Source: an optimization exercise on an open RTL-to-GDS flow (aim: small area and a short achievable clock period). Production flows keep margins and buffers that such runs may drop. Where RTL was checked, it was by simulation tests only, not by an equivalence proof against the original. No activity file was given, so power comes from the tool's default toggle rates.

==> inputs of 07-23 <==
==> flow/design.v <==
module CPU(clock, reset,
imem_addr, imem_data,
dmem_addr, dmem_wdata, dmem_we, dmem_re, dmem_rdata,
rf_we, rf_waddr, rf_wdata);
input clock, reset;
output [15:0] imem_addr;
input  [15:0] imem_data;
output [15:0] dmem_addr, dmem_wdata;
output dmem_we, dmem_re;
input  [15:0] dmem_rdata;
output rf_we;
output [2:0] rf_waddr;
output [15:0] rf_wdata;
reg [15:0] pc;
reg [15:0] btb_pc  [0:7];
reg [10:0] btb_tgt [0:7];      
reg [7:0]  btb_pred;           
reg [7:1]  btb_wr;             
reg [1:0]  cnt1, cnt2;
reg [15:0] bp_key;             
reg [15:0] pc1, ir1;
reg        v1;
reg [15:0] pc2, ir2;
reg        v2;
reg [15:0] bta;                
reg        pm, c9;             
reg        rst_q;              
reg [15:0] a3, b3, d3;         
reg [2:0]  op3, dst3;
reg        fw3, lhi3, lnk3, ld3, sw3, v3;
reg        bw_we, bw_nt, bw_jal, bw_pred, bw_en1, bw_en2;
reg [10:0] bw_tgt;
reg [15:0] res4, wd4;
reg [2:0]  dst4;
reg        fw4, ld4, lnk4, sw4, re4, rw4;
reg [15:0] res5;
reg [2:0]  dst5;
reg        fw5, we5;
reg        cf, zf;
reg [15:0] rf [1:7];
assign imem_addr = pc;
wire [15:0] pc_inc = pc + 16'd1;
wire [3:0] op2 = ir2[15:12];
wire [2:0] ra2 = ir2[11:9];
wire [2:0] rb2 = ir2[8:6];
wire [2:0] rc2 = ir2[5:3];
wire is_alu2 = (op2 == 4'b0000) | (op2 == 4'b0010);
wire is_adi2 = (op2 == 4'b0001);
wire is_lhi2 = (op2 == 4'b0011);
wire is_lw2  = (op2 == 4'b0100);
wire is_sw2  = (op2 == 4'b0101);
wire is_beq2 = (op2 == 4'b1100);
wire is_jal2 = (op2 == 4'b1000);
wire is_jlr2 = (op2 == 4'b1001);
wire lnk2    = is_jal2 | is_jlr2;
wire fw2     = is_alu2 | is_adi2 | is_lhi2 | is_lw2 | lnk2;
wire [2:0] dst2 = is_alu2 ? rc2 : (is_adi2 | is_lw2 | is_sw2) ? rb2 : ra2;
wire immb2   = is_adi2 | is_lhi2 | is_lw2 | is_sw2 | ~(is_alu2 | is_beq2 | lnk2);
reg  [2:0] aop2;
always @(*) begin
  if (op2 == 4'b0000)
    case (ir2[1:0]) 2'b00: aop2 = 3'b000; 2'b10: aop2 = 3'b001; 2'b01: aop2 = 3'b010; default: aop2 = 3'b111; endcase
  else if (op2 == 4'b0010)
    case (ir2[1:0]) 2'b00: aop2 = 3'b100; 2'b10: aop2 = 3'b101; 2'b01: aop2 = 3'b110; default: aop2 = 3'b111; endcase
  else if (is_adi2 | is_lw2 | is_sw2)
    aop2 = 3'b011;
  else if (is_beq2 | lnk2)
    aop2 = 3'b000;
  else
    aop2 = 3'b111;
end
wire [15:0] se6 = {{10{ir2[5]}}, ir2[5:0]};
wire [8:0]  off2 = is_jal2 ? ir2[8:0] : {{3{ir2[5]}}, ir2[5:0]};
wire [15:0] pc2_inc = pc2 + 16'd1;
wire [15:0] rda = (ra2 == 3'd0) ? 16'd0 : rf[ra2];
wire [15:0] rdb = (rb2 == 3'd0) ? 16'd0 : rf[rb2];
wire [16:0] sum3 = {1'b0, a3} + {1'b0, b3};
wire [15:0] nand3 = ~(a3 & b3);
reg  [15:0] alu3;
reg         cf_n, zf_n;
always @(*) begin
  alu3 = 16'd0;
  cf_n = cf;
  zf_n = zf;
  case (op3)
    3'b000: begin alu3 = sum3[15:0]; cf_n = sum3[16]; zf_n = (sum3[15:0] == 16'd0); end
    3'b001: if (cf) begin alu3 = sum3[15:0]; cf_n = sum3[16]; zf_n = (sum3[15:0] == 16'd0); end
    3'b010: if (zf) begin alu3 = sum3[15:0]; cf_n = sum3[16]; zf_n = (sum3[15:0] == 16'd0); end
    3'b011: begin alu3 = sum3[15:0]; zf_n = (sum3[15:0] == 16'd0); end
    3'b100, 3'b101, 3'b110: begin alu3 = nand3; zf_n = (sum3[15:0] == 16'd0); end
    default: ;
  endcase
end
wire [15:0] exfwd = lhi3 ? d3 : alu3;
wire [15:0] d3_inc = d3 + 16'd1;
wire [15:0] mfwd = ld4 ? dmem_rdata : (lnk4 ? 16'd0 : res4);
wire [15:0] fa = (fw3 & (ra2 == dst3)) ? exfwd :
                 (fw4 & (ra2 == dst4)) ? mfwd  :
                 (fw5 & (ra2 == dst5)) ? res5  : rda;
wire [15:0] fb = (fw3 & (rb2 == dst3)) ? exfwd :
                 (fw4 & (rb2 == dst4)) ? mfwd  :
                 (fw5 & (rb2 == dst5)) ? res5  : rdb;
wire [15:0] bm = immb2 ? se6 : fb;
wire eq = (fa == fb);
wire [8:0]  off1 = (ir1[15:12] == 4'b1000) ? ir1[8:0] : {{3{ir1[5]}}, ir1[5:0]};
wire [15:0] bta1 = pc1 + {{7{off1[8]}}, off1};
wire [3:0] op1 = ir1[15:12];
wire s1v = (op1 == 4'b0000) | (op1 == 4'b0001) | (op1 == 4'b0010) | (op1 == 4'b0101) | (op1 == 4'b1100);
wire s2v = (op1 == 4'b0000) | (op1 == 4'b0010) | (op1 == 4'b0101) | (op1 == 4'b1100) | (op1 == 4'b1001);
wire dep = (s1v & (ir1[11:9] == rb2)) | (s2v & (ir1[8:6] == rb2));
wire vbeq    = v2 & is_beq2;
wire beq_tk  = vbeq & eq & ~pm;              
wire beq_nt  = vbeq & ~eq & pm;              
wire beq_upd = vbeq & ~eq & ~pm;             
wire jal_tk  = v2 & is_jal2 & ~pm;
wire jlr_tk  = v2 & is_jlr2;
wire lw_il   = v2 & is_lw2 & dep;
wire sq_eq1 = (vbeq & ~pm) | jal_tk | jlr_tk | lw_il;
wire sq_eq0 = (vbeq & pm) | jal_tk | jlr_tk | lw_il;
wire squash = eq ? sq_eq1 : sq_eq0;
wire [15:0] npc_eq1 = ((vbeq & ~pm) | jal_tk) ? bta : lw_il ? pc2_inc : pc_inc;
wire [15:0] npc_eq0 = jal_tk ? bta : ((vbeq & pm) | lw_il) ? pc2_inc : pc_inc;
wire [15:0] npc = jlr_tk ? bm : (eq ? npc_eq1 : npc_eq0);
wire [7:0] wrv = {btb_wr, 1'b0};
reg        hit2;
reg  [2:0] add2;
integer k;
always @(*) begin
  hit2 = 1'b0;
  add2 = 3'd0;
  for (k = 7; k >= 0; k = k - 1)
    if (btb_pc[k] == d3) begin
      hit2 = 1'b1;
      add2 = wrv[k] ? k : 3'd0;
    end
end
wire [2:0] bp_addr = (hit2 | bw_nt) ? add2 : (bw_jal ? {1'b1, cnt2} : {1'b0, cnt1});
reg        bp_sel;
reg [10:0] bp_t;
always @(*) begin
  bp_sel = 1'b0;
  bp_t   = btb_tgt[7];
  for (k = 7; k >= 0; k = k - 1)
    if (btb_pc[k] == bp_key) begin
      bp_sel = btb_pred[k];
      bp_t   = btb_tgt[k];
    end
end
wire [6:0]  key_hi_inc = bp_key[15:9] + 7'd1;
wire [6:0]  key_hi_dec = bp_key[15:9] - 7'd1;
wire [15:0] bp_tgt = {bp_t[10] ? key_hi_inc : (bp_t[9] ? key_hi_dec : bp_key[15:9]), bp_t[8:0]};
always @(posedge clock) begin
  pc     <= reset ? 16'd0 : (bp_sel ? bp_tgt : npc);
  bp_key <= npc;
  pc1 <= pc;
  ir1 <= {imem_data[15:12] | {4{reset}}, imem_data[11:0]};
  v1  <= ~reset & ~squash;
  pc2 <= pc1;
  ir2 <= {ir1[15:12] | {4{reset}}, ir1[11:0]};
  v2  <= ~reset & ~squash & v1;
  bta <= bta1;
  pm  <= (pc == bta1);
  c9  <= bta1[9] ^ pc1[9] ^ off1[8];
  rst_q <= reset;
  a3   <= fa;
  b3   <= bm;
  d3   <= is_lhi2 ? {ir2[8:0], 7'd0} : ((lnk2 | is_beq2) ? pc2 : fb);
  op3  <= aop2;
  dst3 <= dst2;
  fw3  <= fw2;
  lhi3 <= is_lhi2;
  lnk3 <= lnk2;
  ld3  <= is_lw2;
  sw3  <= is_sw2;
  v3   <= v2;
  bw_we   <= beq_tk | beq_nt | beq_upd | jal_tk;
  bw_nt   <= beq_nt;
  bw_jal  <= is_jal2;
  bw_pred <= (beq_tk | jal_tk) & (bta != 16'd0);
  bw_en1  <= beq_tk;
  bw_en2  <= jal_tk;
  bw_tgt  <= {c9 & ~off2[8], off2[8] & ~c9, bta[8:0]};
  res4 <= lhi3 ? d3 : (lnk3 ? d3_inc : alu3);
  wd4  <= d3;
  dst4 <= dst3;
  fw4  <= ~reset & fw3;
  ld4  <= ld3;
  lnk4 <= lnk3;
  sw4  <= ~reset & sw3;
  re4  <= ~reset & ld3 & v3;
  rw4  <= ~reset & fw3 & v3;
  res5 <= ld4 ? dmem_rdata : res4;
  dst5 <= dst4;
  fw5  <= fw4;
  we5  <= ~reset & rw4;
  if (rst_q) begin
    cf <= 1'b0;
    zf <= 1'b1;
  end else begin
    cf <= cf_n;
    zf <= zf_n;
  end
  if (rst_q) begin
    cnt1 <= 2'd0;
    cnt2 <= 2'd0;
  end else begin
    if (bw_en1) cnt1 <= cnt1 + 2'd1;
    if (bw_en2) cnt2 <= cnt2 + 2'd1;
  end
end
wire [15:0] wdat = rst_q ? 16'd0 : res5;
genvar g;
generate
  for (g = 1; g < 8; g = g + 1) begin : gen_rf
    always @(posedge clock)
      if (rst_q | (we5 & (dst5 == g)))
        rf[g] <= wdat;
  end
endgenerate
generate
  for (g = 0; g < 8; g = g + 1) begin : gen_btb
    always @(posedge clock) begin
      if (rst_q | (bw_we & (bp_addr == g))) begin
        btb_pc[g]   <= rst_q ? 16'd0 : d3;
        btb_pred[g] <= ~rst_q & bw_pred;
      end
      if (~rst_q & bw_we & (bp_addr == g))
        btb_tgt[g] <= bw_tgt;
    end
    if (g != 0) begin : gen_wr
      always @(posedge clock)
        if (rst_q | (bw_we & (bp_addr == g)))
          btb_wr[g] <= ~rst_q;
    end
  end
endgenerate
assign dmem_addr  = res4;
assign dmem_wdata = wd4;
assign dmem_we    = sw4 & ~re4 & ~fw4 & ~ld4;
assign dmem_re    = re4;
assign rf_we      = we5;
assign rf_waddr   = dst5;
assign rf_wdata   = reset ? 16'd0 : res5;    
endmodule
==> flow/flow/run.sh <==
#!/bin/bash
# Standard ORFS layout, with faster port buffers and a timing-repair target
# tighter than the clock period (the SDC and clock period are unchanged).
set -euo pipefail
bash standard.sh \
  "BUFFER_PORTS_ARGS=-buffer_cell sky130_fd_sc_hd__buf_2" \
  "SETUP_SLACK_MARGIN=7" \
  finish > flow.log 2>&1
==> flow/standard.sh <==
#!/bin/bash
# synth_recipe.tcl (not shown) runs the flow's synth.tcl, then flattens the netlist and writes it again
# the make line also repeats each setting of config.mk as NAME=value (left out here)
make -C /OpenROAD-flow-scripts/flow DESIGN_CONFIG=/design/flow/config.mk WORK_HOME=/design/flow/orfs CLKGATE_MAP_FILE= SYNTH_SCRIPT=/design/flow/synth_recipe.tcl "${@:-finish}"
==> flow/config.mk <==
export PLATFORM = sky130hd
export DESIGN_NAME = CPU
export DESIGN_NICKNAME = CPU
export VERILOG_FILES = /design/flow/design.v
export SDC_FILE = /design/flow/constraint.sdc
export NUM_CORES = 4
export LEC_CHECK = 0
export CAP_MARGIN = 20
export CORE_MARGIN = 2
export CORE_UTILIZATION = 40
export CTS_BUF_LIST = sky130_fd_sc_hd__clkbuf_4 sky130_fd_sc_hd__clkbuf_8
export CTS_CLUSTER_DIAMETER = 40
export CTS_CLUSTER_SIZE = 12
export PLACE_DENSITY = 0.6
export SLEW_MARGIN = 20
==> flow/constraint.sdc <==
create_clock -name core_clock -period 12.0 [get_ports {clock}]
set_input_delay 2.4000 -clock core_clock [delete_from_list [all_inputs] [get_ports {clock}]]
set_output_delay 2.4000 -clock core_clock [all_outputs]
set_load 0.01 [all_outputs]
==> 05-14 (differences from 07-23) <==
--- a/flow/design.v
+++ b/flow/design.v
@@ -39,7 +39,12 @@
 reg        cf, zf;
 reg [15:0] rf [1:7];
-assign imem_addr = pc;
-wire [15:0] pc_inc = pc + 16'd1;
-wire [3:0] op2 = ir2[15:12];
+wire [15:0] pc_e  = rst_q ? 16'd0 : pc;
+wire [15:0] ir1_e = {ir1[15:12] | {4{rst_q}}, ir1[11:0]};
+wire        v1_e  = v1 & ~rst_q;
+wire [15:0] ir2_e = {ir2[15:12] | {4{rst_q}}, ir2[11:0]};
+wire        v2_e  = v2 & ~rst_q;
+assign imem_addr = pc_e;
+wire [15:0] pc_inc = pc_e + 16'd1;
+wire [3:0] op2 = ir2_e[15:12];
 wire [2:0] ra2 = ir2[11:9];
 wire [2:0] rb2 = ir2[8:6];
@@ -105,15 +110,15 @@
 wire [8:0]  off1 = (ir1[15:12] == 4'b1000) ? ir1[8:0] : {{3{ir1[5]}}, ir1[5:0]};
 wire [15:0] bta1 = pc1 + {{7{off1[8]}}, off1};
-wire [3:0] op1 = ir1[15:12];
+wire [3:0] op1 = ir1_e[15:12];
 wire s1v = (op1 == 4'b0000) | (op1 == 4'b0001) | (op1 == 4'b0010) | (op1 == 4'b0101) | (op1 == 4'b1100);
 wire s2v = (op1 == 4'b0000) | (op1 == 4'b0010) | (op1 == 4'b0101) | (op1 == 4'b1100) | (op1 == 4'b1001);
 wire dep = (s1v & (ir1[11:9] == rb2)) | (s2v & (ir1[8:6] == rb2));
-wire vbeq    = v2 & is_beq2;
+wire vbeq    = v2_e & is_beq2;
 wire beq_tk  = vbeq & eq & ~pm;              
 wire beq_nt  = vbeq & ~eq & pm;              
 wire beq_upd = vbeq & ~eq & ~pm;             
-wire jal_tk  = v2 & is_jal2 & ~pm;
-wire jlr_tk  = v2 & is_jlr2;
-wire lw_il   = v2 & is_lw2 & dep;
+wire jal_tk  = v2_e & is_jal2 & ~pm;
+wire jlr_tk  = v2_e & is_jlr2;
+wire lw_il   = v2_e & is_lw2 & dep;
 wire sq_eq1 = (vbeq & ~pm) | jal_tk | jlr_tk | lw_il;
 wire sq_eq0 = (vbeq & pm) | jal_tk | jlr_tk | lw_il;
@@ -151,14 +156,14 @@
 wire [15:0] bp_tgt = {bp_t[10] ? key_hi_inc : (bp_t[9] ? key_hi_dec : bp_key[15:9]), bp_t[8:0]};
 always @(posedge clock) begin
-  pc     <= reset ? 16'd0 : (bp_sel ? bp_tgt : npc);
+  pc     <= bp_sel ? bp_tgt : npc;
   bp_key <= npc;
-  pc1 <= pc;
-  ir1 <= {imem_data[15:12] | {4{reset}}, imem_data[11:0]};
-  v1  <= ~reset & ~squash;
+  pc1 <= pc_e;
+  ir1 <= imem_data;
+  v1  <= ~squash;
   pc2 <= pc1;
-  ir2 <= {ir1[15:12] | {4{reset}}, ir1[11:0]};
-  v2  <= ~reset & ~squash & v1;
+  ir2 <= ir1_e;
+  v2  <= ~squash & v1_e;
   bta <= bta1;
-  pm  <= (pc == bta1);
+  pm  <= (pc_e == bta1);
   c9  <= bta1[9] ^ pc1[9] ^ off1[8];
   rst_q <= reset;
@@ -173,5 +178,5 @@
   ld3  <= is_lw2;
   sw3  <= is_sw2;
-  v3   <= v2;
+  v3   <= v2_e;
   bw_we   <= beq_tk | beq_nt | beq_upd | jal_tk;
   bw_nt   <= beq_nt;
--- a/flow/flow/run.sh
+++ b/flow/flow/run.sh
@@ -4,5 +4,5 @@
 set -euo pipefail
 bash standard.sh \
-  "BUFFER_PORTS_ARGS=-buffer_cell sky130_fd_sc_hd__buf_2" \
+  "BUFFER_PORTS_ARGS=-buffer_cell sky130_fd_sc_hd__buf_4" \
   "SETUP_SLACK_MARGIN=7" \
   finish > flow.log 2>&1
- CORE_UTILIZATION: 40 -> 70
- CTS_BUF_LIST: sky130_fd_sc_hd__clkbuf_4 sky130_fd_sc_hd__clkbuf_8 -> sky130_fd_sc_hd__clkbuf_8
- CTS_CLUSTER_DIAMETER: 40 -> 50
- CTS_CLUSTER_SIZE: 12 -> 16
- PLACE_DENSITY: 0.6 -> 0.82
==> 02-17 (differences from 07-23) <==
--- a/flow/design.v
+++ b/flow/design.v
@@ -39,7 +39,12 @@
 reg        cf, zf;
 reg [15:0] rf [1:7];
-assign imem_addr = pc;
-wire [15:0] pc_inc = pc + 16'd1;
-wire [3:0] op2 = ir2[15:12];
+wire [15:0] pc_e  = rst_q ? 16'd0 : pc;
+wire [15:0] ir1_e = {ir1[15:12] | {4{rst_q}}, ir1[11:0]};
+wire        v1_e  = v1 & ~rst_q;
+wire [15:0] ir2_e = {ir2[15:12] | {4{rst_q}}, ir2[11:0]};
+wire        v2_e  = v2 & ~rst_q;
+assign imem_addr = pc_e;
+wire [15:0] pc_inc = pc_e + 16'd1;
+wire [3:0] op2 = ir2_e[15:12];
 wire [2:0] ra2 = ir2[11:9];
 wire [2:0] rb2 = ir2[8:6];
@@ -105,15 +110,15 @@
 wire [8:0]  off1 = (ir1[15:12] == 4'b1000) ? ir1[8:0] : {{3{ir1[5]}}, ir1[5:0]};
 wire [15:0] bta1 = pc1 + {{7{off1[8]}}, off1};
-wire [3:0] op1 = ir1[15:12];
+wire [3:0] op1 = ir1_e[15:12];
 wire s1v = (op1 == 4'b0000) | (op1 == 4'b0001) | (op1 == 4'b0010) | (op1 == 4'b0101) | (op1 == 4'b1100);
 wire s2v = (op1 == 4'b0000) | (op1 == 4'b0010) | (op1 == 4'b0101) | (op1 == 4'b1100) | (op1 == 4'b1001);
 wire dep = (s1v & (ir1[11:9] == rb2)) | (s2v & (ir1[8:6] == rb2));
-wire vbeq    = v2 & is_beq2;
+wire vbeq    = v2_e & is_beq2;
 wire beq_tk  = vbeq & eq & ~pm;              
 wire beq_nt  = vbeq & ~eq & pm;              
 wire beq_upd = vbeq & ~eq & ~pm;             
-wire jal_tk  = v2 & is_jal2 & ~pm;
-wire jlr_tk  = v2 & is_jlr2;
-wire lw_il   = v2 & is_lw2 & dep;
+wire jal_tk  = v2_e & is_jal2 & ~pm;
+wire jlr_tk  = v2_e & is_jlr2;
+wire lw_il   = v2_e & is_lw2 & dep;
 wire sq_eq1 = (vbeq & ~pm) | jal_tk | jlr_tk | lw_il;
 wire sq_eq0 = (vbeq & pm) | jal_tk | jlr_tk | lw_il;
@@ -151,14 +156,14 @@
 wire [15:0] bp_tgt = {bp_t[10] ? key_hi_inc : (bp_t[9] ? key_hi_dec : bp_key[15:9]), bp_t[8:0]};
 always @(posedge clock) begin
-  pc     <= reset ? 16'd0 : (bp_sel ? bp_tgt : npc);
+  pc     <= bp_sel ? bp_tgt : npc;
   bp_key <= npc;
-  pc1 <= pc;
-  ir1 <= {imem_data[15:12] | {4{reset}}, imem_data[11:0]};
-  v1  <= ~reset & ~squash;
+  pc1 <= pc_e;
+  ir1 <= imem_data;
+  v1  <= ~squash;
   pc2 <= pc1;
-  ir2 <= {ir1[15:12] | {4{reset}}, ir1[11:0]};
-  v2  <= ~reset & ~squash & v1;
+  ir2 <= ir1_e;
+  v2  <= ~squash & v1_e;
   bta <= bta1;
-  pm  <= (pc == bta1);
+  pm  <= (pc_e == bta1);
   c9  <= bta1[9] ^ pc1[9] ^ off1[8];
   rst_q <= reset;
@@ -173,5 +178,5 @@
   ld3  <= is_lw2;
   sw3  <= is_sw2;
-  v3   <= v2;
+  v3   <= v2_e;
   bw_we   <= beq_tk | beq_nt | beq_upd | jal_tk;
   bw_nt   <= beq_nt;
- CAP_MARGIN: 20 -> 10
- CORE_UTILIZATION: 40 -> 62
- CTS_BUF_LIST: sky130_fd_sc_hd__clkbuf_4 sky130_fd_sc_hd__clkbuf_8 -> sky130_fd_sc_hd__clkbuf_8
- CTS_CLUSTER_DIAMETER: 40 -> 50
- CTS_CLUSTER_SIZE: 12 -> 16
- PLACE_DENSITY: 0.6 -> 0.75
- SLEW_MARGIN: 20 -> 10
==> impl_results.rst <==
.. list-table::
   :header-rows: 1

   * - Metric
     - Value
   * - Run status
     - complete, no violations
   * - Internal Dissipation
     - 3150 uW
   * - Top cells by area, synth
     - edfxtp_1 34%, dfxtp_1 17%, xor2_1 6.6%
   * - Post-route fraction of the period consumed by the critical path
     - 0.431
   * - DP Worst Slack
     - 5920 ps
   * - Peak VDD IR
     - 164 uV
   * - Pin count of the biggest net entering global routing
     - 78
   * - Logic inverters
     - 60
   * - Critical Path End
     - rf_wdata[7]
   * - Seq. cell area
     - 15,600 um2
   * - Critical register-to-register path endpoint
     - bp_key[2]
   * - Power per cell area
     - 138 nW/um2
-- figures above: 05-14

==> impl_results.rst <==
.. list-table::
   :header-rows: 1

   * - Metric
     - Value
   * - Power per cell area
     - 150 nW/um2
   * - Critical register-to-register path endpoint
     - pc[13]
   * - Run status
     - complete, no violations
   * - Post-route fraction of the period consumed by the critical path
     - 0.457
   * - Pin count of the biggest net entering global routing
     - 60
   * - Top cells by area, synth
     - edfxtp_1 34%, dfxtp_1 17%, xor2_1 6.7%
   * - Commonest cells after routing, fill and taps aside
     - 343 x edfxtp_1, 256 x dfxtp_1, 231 x xor2_1
   * - Peak VDD IR
     - 89.6 uV
   * - Post-synthesis cell area
     - 30,100 um2
   * - Routed met1 length
     - 45,000 um
   * - Layout-stage area growth over the synthesis result
     - 14.2%
   * - Logic inverters
     - 43
-- figures above: 07-23

==> impl_results.rst <==
.. list-table::
   :header-rows: 1

   * - Metric
     - Value
   * - Top cells by area, synth
     - edfxtp_1 34%, dfxtp_1 17%, xor2_1 6.6%
   * - DP Worst Slack
     - 5590 ps
   * - Internal Dissipation
     - 3230 uW
   * - Power per cell area
     - 141 nW/um2
   * - Seq. cell area
     - 15,600 um2
   * - Critical Path End
     - rf_wdata[1]
   * - Logic inverters
     - 60
   * - Run status
     - complete, no violations
   * - Pin count of the biggest net entering global routing
     - 79
-- figures above: 02-17

No functional check of the RTL was part of 07-23.

-- afterwards: timing with drivers on the ports --
Ports are ideal in the flow. The routed layouts listed here were re-timed in OpenROAD. Step 1, drivers: a clkbuf_16 drives clock and a buf_2 each remaining input, both assumed. Step 2 adds t to the input delays and takes it off the output delays; t is the mean of the earliest and latest rising clock arrival at the registers after step 1. Input paths then give back, and output paths get back, about the clock's delay inside the block. a / b / c = ideal / step 1 / step 2; a / b = the first two.
run	shift t [ns]	setup WS [ns]	clock arrival spread, ns	slew at the worst register clock pin (ns)	worst data-port slew with drivers (ns)
07-23	0.756	6.517 / 6.471 / 6.471	0.038 / 0.038	0.08 / 0.08	0.06
05-14	0.758	6.825 / 6.608 / 6.420	0.036 / 0.035	0.11 / 0.11	0.30
02-17	0.762	6.807 / 6.663 / 6.299	0.045 / 0.045	0.10 / 0.10	0.24
After both steps every run listed still meets setup and hold. For 02-17, which loses most, drivers alone change the setup slack by -0.144 ns; drivers and shift together by -0.508 ns.
